Background: an optimization exercise with open tools, aiming at small area. Do not read the settings as production practice.
Power and IR drop assume default switching activity.

Setup of run 4:
Design asx_soupbintcp_itch, start of the top module:
module asx_soupbintcp_itch (
    input  wire        clk,
    input  wire        rst,
    input  wire        ip_payload_valid,
    input  wire [7:0]  ip_payload_data,
    input  wire        ip_payload_start,
    input  wire        ip_payload_end,
    output wire [15:0] tcp_src_port,
    output wire [15:0] tcp_dst_port,
    output wire [31:0] tcp_seq_num,
    output wire [31:0] tcp_ack_num,
    output wire [3:0] tcp_data_offset,
    output wire [7:0] tcp_flags,
    output wire [15:0] tcp_window,
    output wire tcp_flag_syn,
    output wire tcp_flag_ack,
    output wire tcp_flag_fin,
    output wire tcp_flag_rst,
    output wire tcp_flag_psh,
    output wire tcp_header_valid,
    output wire tcp_parse_error,
    output wire session_active,
    output wire [63:0] session_sequence,
    output wire [7:0] pkt_type,
    output wire pkt_type_valid,
    output wire pkt_heartbeat,
    output wire pkt_login_accepted,
    output wire pkt_login_rejected,
    output wire pkt_end_session,
    output wire [31:0] seq_data_count,
    output wire [31:0] heartbeat_count,
    output wire parse_error,
    output wire msg_valid,
    output wire [7:0] msg_type,
    output wire msg_error,
    output wire [31:0] timestamp,
    output wire [63:0] order_id,
    output wire [31:0] orderbook_id,
    output wire side,
    output wire add_order_valid,
    output wire add_order_start,
    output wire [63:0] quantity,
    output wire [31:0] price,
    output wire [15:0] order_attributes,
    output wire order_executed_valid,
    output wire [63:0] exec_quantity,
    output wire order_cancel_valid,
    output wire order_delete_valid,
    output wire order_replace_valid,
    output wire directory_valid,
    output wire system_event_valid,
    output wire [7:0] event_code,
    output wire [31:0] total_messages,
    output wire [31:0] parse_errors
);
    reg [7:0] d1;
  ...
Size: roughly 680 I/O pins.
clock: 5.0 ns
lec_check: 0
cap_margin: 20
core_margin: 2
core_utilization: 40
slew_margin: 20
standard.sh (not shown) runs the stock make flow with config.mk's settings and CLKGATE_MAP_FILE= SYNTH_SCRIPT=/design/flow/synth_recipe.tcl, a recipe that flattens the netlist after the stock synthesis.
==> flow/flow/run.sh <==
#!/bin/bash
# The standard layout (standard.sh) with: the smallest buffer cell on the
# ports, synthesis buffers removed at floorplan, no dummy clock-tree loads.
set -euo pipefail
export BUFFER_PORTS_ARGS="-buffer_cell sky130_fd_sc_hd__buf_1"
export REMOVE_ABC_BUFFERS=1
export CTS_ARGS="-sink_clustering_enable -repair_clock_nets -dont_use_dummy_load -sink_clustering_size 25 -sink_clustering_max_diameter 100"
bash standard.sh > standard_flow.log 2>&1
The following lists how run 3 was set up differently from run 4:
-- flow/design.v --
<<< run 4, line 59
    localparam [1:0] T_IDLE = 2'd0, T_HDR = 2'd1, T_OPT = 2'd2, T_PAY = 2'd3;
    reg [1:0] t_state;
    wire [5:0] tpos;     
    reg       hw1;       
    reg       v1, e1;    
>>> run 3, line 59
    localparam [1:0] T_IDLE = 2'd0, T_HDR = 2'd1, T_OPT = 2'd2, T_PAY = 2'd3;
    reg [1:0] t_state;
    reg [5:0] tpos;      
    reg       hw1;       
    reg       v1, e1;    
<<< run 4, line 123
        end
    end
    assign tcp_header_valid = hdr_valid_r;
    assign tcp_parse_error  = tcp_err_r;
>>> run 3, line 123
        end
    end
    always @(posedge clk) begin
        if (t_state == T_IDLE)
            tpos <= 6'd0;
        else if (ip_payload_valid && (t_state != T_PAY))
            tpos <= tpos + 6'd1;
    end
    assign tcp_header_valid = hdr_valid_r;
    assign tcp_parse_error  = tcp_err_r;
<<< run 4, line 135
    wire [31:0] hb_cnt;
    wire s_pay    = (s_state == S_PAYF) || (s_state == S_PAY);
    wire cnt_last = (cnt == 16'hFFFD);    
    wire gt1      = ~&cnt[15:1];          
    wire d1_H = (d1 == 8'h48);
    wire d1_A = (d1 == 8'h41);
>>> run 3, line 141
    wire [31:0] hb_cnt;
    wire s_pay    = (s_state == S_PAYF) || (s_state == S_PAY);
    wire cnt_last = (cnt == 16'd2);
    wire gt1      = |cnt[15:1];
    wire d1_H = (d1 == 8'h48);
    wire d1_A = (d1 == 8'h41);
<<< run 4, line 181
        end
    end
    wire [15:0] cnt_inc;
    genvar ci;
    generate
        for (ci = 0; ci < 16; ci = ci + 1) begin : g_cnt_inc
            if (ci == 0) begin : g_first
                assign cnt_inc[ci] = ~cnt[ci];
            end else begin : g_rest
                assign cnt_inc[ci] = cnt[ci] ^ (&cnt[ci-1:0]);
            end
        end
    endgenerate
    always @(posedge clk) begin
        if (v1) begin
            if (s_state == S_IDLE)
                cnt[15:8] <= ~d1;
            else if (s_state == S_LSB)
                cnt[7:6] <= ~d1[7:6];
            else if (s_state != S_TYPE)
                cnt[15:6] <= cnt_inc[15:6];
        end
        if (t_state == T_IDLE)
            cnt[5:0] <= 6'd0;
        else if (t_state != T_PAY) begin
            if (ip_payload_valid)
                cnt[5:0] <= cnt_inc[5:0];
        end else if (v1) begin
            if (s_state == S_LSB)
                cnt[5:0] <= ~d1[5:0];
            else if ((s_state != S_IDLE) && (s_state != S_TYPE))
                cnt[5:0] <= cnt_inc[5:0];
        end
    end
    assign tpos = cnt[5:0];
    event_counter #(.W(64)) seq_counter (
        .clk(clk), .rst(rst), .inc(v1 && (s_state == S_TYPE) && d1_S), .count(seq_cnt));
>>> run 3, line 187
        end
    end
    always @(posedge clk) begin
        if (v1) begin
            if (s_state == S_IDLE)
                cnt[15:8] <= d1;
            else if (s_state == S_LSB)
                cnt[7:0] <= d1;
            else if (s_state != S_TYPE)
                cnt <= cnt - 16'd1;
        end
    end
    event_counter #(.W(64)) seq_counter (
        .clk(clk), .rst(rst), .inc(v1 && (s_state == S_TYPE) && d1_S), .count(seq_cnt));
--- outcome ---
Compared with run 4, run 3 shows a design area that is 200 um2 higher.
The share of the core filled with cells in the final layout in run 3 sits 0.33 points below the value recorded for run 4.
On upper clock frequency limit: between run 3 and run 4, it ends up lower for run 3.
There was hardly any difference in combinational power between run 4 and run 3.
Per the final summary, run 3 finished and its layout is clean on timing, DRC and antenna.
Relative to run 4, the slack of the critical path of run 3 is lower by 180 ps.
Flop and latch count out of synthesis was lower in run 4 than in run 3.
On arrival time at the worst endpoint: between run 3 and run 4, it ends up lower for run 4.
Compare run 3 and run 4 | wire length higher: run 3
Total power in run 3 is about 0.9% above run 4.
On critical path depth, the lower figure sits with run 4, not run 3.
Run 4 → run 3: wire length of the first global-routing pass picked up an extra about 7%; sequential power picked up an extra about 1%.
Run 4 -> run 3: non-clock buffer count decreased slightly
In run 3 relative to run 4, total standard cell area after synthesis had gone up slightly.
Function was not checked in any run of this note: the RTL went through the layout flow alone.

## re-timing with driven ports
Ports are ideal in the flow. The routed layouts listed here were re-timed in OpenROAD.
Step 1 assumes that a clkbuf_16 drives the clock port and a buf_2 every other input.
Step 2 adds t to the input delays and takes it off the output delays; t is the mean of the earliest and latest rising clock arrival at the registers after step 1. Input paths then give back, and output paths get back, about the clock's delay inside the block.
Slacks: no drivers / after step 1 / after step 2; pairs: no drivers / after step 1.
| run | t, ns | slack for setup (ns) | pins driven straight from the clock port |
|---|---|---|---|
| run 4 | 0.609 | 1.031 / 1.031 / 1.031 | 1 |
| run 3 | 0.623 | 0.851 / 0.851 / 0.851 | 1 |
After both steps setup and hold are still met in every run listed.
